This is an optimization exercise on Yosys and OpenROAD, whose aim is small area and a short achievable clock period, not a production implementation. RTL that was checked went through simulation tests only; none was proved equivalent to the original. For run 2, only the layout was checked, not whether the RTL still works.

==> flow/design.v (outline; a module is shown in full before it is edited, if it fits) <==
// module image_enhance: 3923 lines
module image_enhance (
    input  logic        clk,
    input  logic        reset,
    input  logic        stall,
    input  logic [80:0] img,
    input  logic [71:0] fil,
    input  logic [8:0]  add_img,
    output logic [29:0] out
);
  // ...
==> flow/flow/run.sh <==
#!/bin/bash
# Layout flow:
#  1. the standard synthesis (standard.sh synth), unchanged;
#  2. flow/invopt.py on its netlist: picks the polarity in which each
#     full adder and 2-input AND/OR/XOR gate works, so that fewer inverters
#     are needed, and puts each full adder's latest input on its fastest pin
#     (the logic and the registers are left as they are);
#  3. the standard ORFS flow from floorplan to finish, with the make settings
#     in flow/settings.txt, one per line: ports buffered with buf_1, and
#     timing repair asked for 14.9 ns of setup slack (a 5.1 ns period), at
#     the design's clock period and constraints.
# Each step's output goes to its own log file in the work folder.
set -euo pipefail
R=orfs/results/sky130hd/image_enhance/base
bash standard.sh synth > synth.log 2>&1
python3 flow/invopt.py $R/1_2_yosys.v $R/1_2_yosys_invopt.v > invopt.log 2>&1
cp $R/1_2_yosys.v $R/1_2_yosys_orig.v
cp $R/1_2_yosys_invopt.v $R/1_2_yosys.v
rm -f $R/1_synth.odb $R/1_synth.sdc
mapfile -t EXTRA < flow/settings.txt
bash standard.sh "${EXTRA[@]}" finish > finish.log 2>&1
==> flow/flow/settings.txt <==
SETUP_SLACK_MARGIN=14.9
BUFFER_PORTS_ARGS=-buffer_cell sky130_fd_sc_hd__buf_1
==> flow/standard.sh <==
#!/bin/bash
# synth_recipe.tcl (not shown) runs the flow's synth.tcl, then flattens the netlist and writes it again
# the make line also repeats each setting of config.mk as NAME=value (left out here)
make -C /OpenROAD-flow-scripts/flow DESIGN_CONFIG=/design/flow/config.mk WORK_HOME=/design/flow/orfs CLKGATE_MAP_FILE= SYNTH_SCRIPT=/design/flow/synth_recipe.tcl "${@:-finish}"
==> flow/config.mk <==
export PLATFORM = sky130hd
export DESIGN_NAME = image_enhance
export DESIGN_NICKNAME = image_enhance
export VERILOG_FILES = /design/flow/design.v
export SDC_FILE = /design/flow/constraint.sdc
export NUM_CORES = 4
export LEC_CHECK = 0
export CAP_MARGIN = 20
export CORE_MARGIN = 2
export CORE_UTILIZATION = 70
export CTS_CLUSTER_DIAMETER = 80
export CTS_CLUSTER_SIZE = 30
export GPL_TIMING_DRIVEN = 1
export SLEW_MARGIN = 20
==> flow/constraint.sdc <==
create_clock -name core_clock -period 20.0 [get_ports {clk}]
set_input_delay 4.0000 -clock core_clock [delete_from_list [all_inputs] [get_ports {clk}]]
set_output_delay 4.0000 -clock core_clock [all_outputs]
set_load 0.01 [all_outputs]
Not shown: flow/flow/invopt.py
==> impl_metrics.tcl, run 1 <==
set metrics [dict create \
    status "timing/DRC/antenna clean" \
    n_antenna_cell 1 \
    reg2regPathDepth 10 \
    globalRouteTotalUtil_pct 40.0 \
    drt-pass1-iter-count 5 \
    cts_tree "done" \
    final-max-slew-violation-count 0 \
    count_of_max_cap_constraint_violations 0 \
    detailroute.wirelength.met2_mm 32.5 \
    finalWorstSetupSlack_ps 14930 \
    final_common_cell "fa_1" \
    port_buffers 194 \
    rrSetupSlack_ps 15070 \
    cell_count_after_placement 2508 \
    count_of_nets_after_finishing 2884 \
    clk_latency_ps 550 \
    min_delay_path_depth 2 \
    hp-start "o_r[1]" \
    timing.critical_path.to "out[18]" \
    pin_count 195 \
    initial_core_util_pct 70.6 \
    timing.critical_path.from_type "register" \
    clock_pin_slew_worst_setup_and_hold_paths_ps 90 \
    num-fill-cells 2293 \
    cts_num_sinks 256 \
    reg.largest.list "g_r x81, f_r x72, cs_r x54" \
    path_depth 1 \
    route.antenna.remaining_nets 0 \
    timing.rr.end "cs_r[38]" \
    cp-startpoint "o_r[16]" \
    routed.top_layer "met4" \
    slowest_stage "dfxtp_2" \
    full_die_area_mm2 0.0371 \
    rows 69 \
    drt_drc_violations_left 0 \
]
==> run 2: changes to the inputs <==
--- a/flow/design.v
+++ b/flow/design.v
@@ -3901,17 +3901,17 @@
             o_s <= 1'b0;
             o_t <= 1'b0;
         end else if (!stall) begin
             o_r <= d3 ? xh_r + {16'd0, xn_r} : 17'd0;
             o_s <= d3 & xh_r[16] & ~(xn_r & (&xh_r[15:0]));
             o_t <= d3 & on_r;
         end
     end
-    assign out = {{4{o_t}}, {5{o_s}}, {5{o_r[16]}}, o_r[15:0]};
+    assign out = {{5{o_t}}, {5{o_s}}, {4{o_r[16]}}, o_r[15:0]};
     always_ff @(posedge clk) begin
         if (reset) begin
             v1 <= 1'b0;
             s2 <= 1'b0;
             d2 <= 1'b0;
             d3 <= 1'b0;
         end else if (!stall) begin
             v1 <= 1'b1;
==> impl_metrics.tcl, run 2 <==
set metrics [dict create \
    status "timing/DRC/antenna clean" \
    timing.rr.end "cs_r[20]" \
    port_buffers 194 \
    worst_hold_path_type "register to register" \
    reg.largest.list "g_r x81, f_r x72, cs_r x54" \
    hp-start "o_r[0]" \
    min_period_over_period_pct 25.4 \
    crit_path_end_kind "output pin" \
    rows 69 \
    critical_path.reg2reg.startpoint "f_r[67]" \
    path_class "register to output pin" \
    route.antenna.remaining_nets 0 \
    fp.dieH_um 193 \
    clock_pin_slew_worst_setup_and_hold_paths_ps 110 \
    timing.critical_path.from_type "register" \
    finalSetupViolCount 0 \
    rsz0062_at_grt "yes" \
    full_die_area_mm2 0.0371 \
    worst_path_largest_cell_delay_ps 390 \
    post_layout_nonfiller_instances 2542 \
    grt.overflow.total 0 \
    syn_avg_cell_area_um2 13.2 \
    route.detailed.vias_per_inst 6.35 \
    timing.max_slew.rel_slack_pct 40.4 \
    cts_hold_buffers 0 \
    globalRouteTotalUtil_pct 39.4 \
    cell_count_after_placement 2508 \
    n_antenna_cell 0 \
    arrival_ps 1080 \
    clock_path_buffers 3 \
    global_route_wire_length_before_repair_mm 103 \
    share_of_cells_above_drive_strength_1_pct 3.41 \
    count_of_nets_after_finishing 2884 \
    rrSetupSlack_ps 15030 \
    cts-htree-levels 1 \
    tns_ps 0 \
    hold-worst-slack_ps 493 \
    slew_of_the_pin_with_the_lowest_slew_margin_ps 895 \
    number_of_global_route_vias_before_repair 17800 \
    finClkSkew_ps 39.1 \
    final_common_cell "fa_1" \
    fin_area_mm2 0.0268 \
    dr.first_iter.drc_count 1813 \
    grt_max_degree 79 \
    synth_area_mm2 0.0249 \
    timing.final.hold_violations 0 \
    worstPathMaxFanout 6 \
    post_syn_nets 2702 \
    slowest_stage "dfxtp_4" \
    final-max-slew-violation-count 0 \
    cts_tree "done" \
    grt_antenna_before_repair 0 \
    routabilityCongestion 0.969 \
    min_delay_path_depth 2 \
    area_delta_synth_final_pct 7.45 \
    dp_hpwl_mm 57.6 \
    layout_common_cells "fa_1, nand2_1, edfxtp_1, buf_1, and2_1" \
    crit_family "flip-flops" \
    reg2regPathDepth 10 \
    core_area_mm2 0.0353 \
    cts_num_sinks 256 \
    pin_count 195 \
    clk_latency_ps 550 \
    drt_drc_violations_left 0 \
    placement.cell_area_mm2 0.0261 \
    drt-wirelength-per-cell_um 26.7 \
    vias 16100 \
    hold-path-endpoint "o_r[0]" \
    count_of_max_cap_constraint_violations 0 \
    timing.fmax_ghz 0.197 \
    initial_core_util_pct 70.6 \
    critPathBufInv 1 \
    min_period_ps 5080 \
    ctsRootBufferMaster "clkbuf_16" \
    total_clock_buffers_created_by_cts 17 \
    largest_register "g_r" \
    largest_register_ffs 81 \
    crit_chain "buf_2" \
    chipWidth_um 193 \
    drt-pass1-iter-count 5 \
    syn-instance-count 1888 \
    cp.required_ps 16000 \
    drt-total-wl_mm 68.0 \
    path_depth 1 \
    yosysWarnings 1 \
]
==> run 2: cell count changes in the layout (fill, tap and decap cells not counted), moves of 2 or more <==
cell	change
buf_2	-3
buf_1	-8
clkbuf_2	+10
buf_6	+2
==> run 2: metrics by stage <==
step / worst slack (ps) / util [%]
after floorplan: 12010 / -
after global placement: 13360 / 73.8
after detailed placement: 13270 / 73.8
after CTS: 14900 / 75.7
after global routing: 14880 / 75.8
final: 14920 / 75.8
==> run 2: final cells by class <==
class / count / area, µm²
timing repair buffer: 201 / 848
fill: 2263 / 8530
inverter: 68 / 259
clock buffer: 19 / 433
clock inverter: 11 / 160
timing repair inverter: 1 / 5.00
sequential: 256 / 7480
multi-input combinational: 1525 / 17000
tap: 461 / 577
==> run 2: how the worst max path moves through the flow <==
stage / start / endpoint / slack [ps]
3_5_place_dp: stall / f_r[19] / 13270
5_1_grt: o_t / out[28] / 14880
4_1_cts: o_r[16] / out[18] / 14900
2_1_floorplan: stall / o_r[0] / 12010
3_3_place_gp: stall / f_r[12] / 13360
6_report: o_t / out[28] / 14920
==> run 2: metal layers <==
metal	GRT usage [%]	up-vias	part of all wire [%]
li1	-	6405	-
met1	53.1	8271	35
met2	60.0	1207	46
met3	8.60	266	11
met4	23.3	0	7.7
met5	0	-	0
==> run 2: what timing repair did <==
item                                    CTS  global route
gates resized for setup                  18            16
buffers inserted                          2             0
gates cloned                              1             0
pin swaps                                 0             0
endpoints found under the setup margin  225            18

-- port drivers added, routing unchanged --
Ports are ideal in the flow. The routed layouts listed here were re-timed in OpenROAD. Step 1, drivers: a clkbuf_16 drives clk and a buf_2 each remaining input, both assumed. Step 2 also shifts input and output timing later by t, the mid clock arrival at the registers, as if the neighbouring blocks saw the same clock. Three values: ideal, step 1, step 2; two values: the first two.
run | t, ns | slack for setup (ns) | cell pins on the clock port's net
run 1 | 0.589 | 14.928 / 14.870 / 14.467 | 1
run 2 | 0.589 | 14.921 / 14.865 / 14.452 | 1
After both steps setup and hold are still met in every run listed. The setup slack of run 2, which loses most, moves by -0.056 ns with the drivers and by -0.469 ns with both steps.
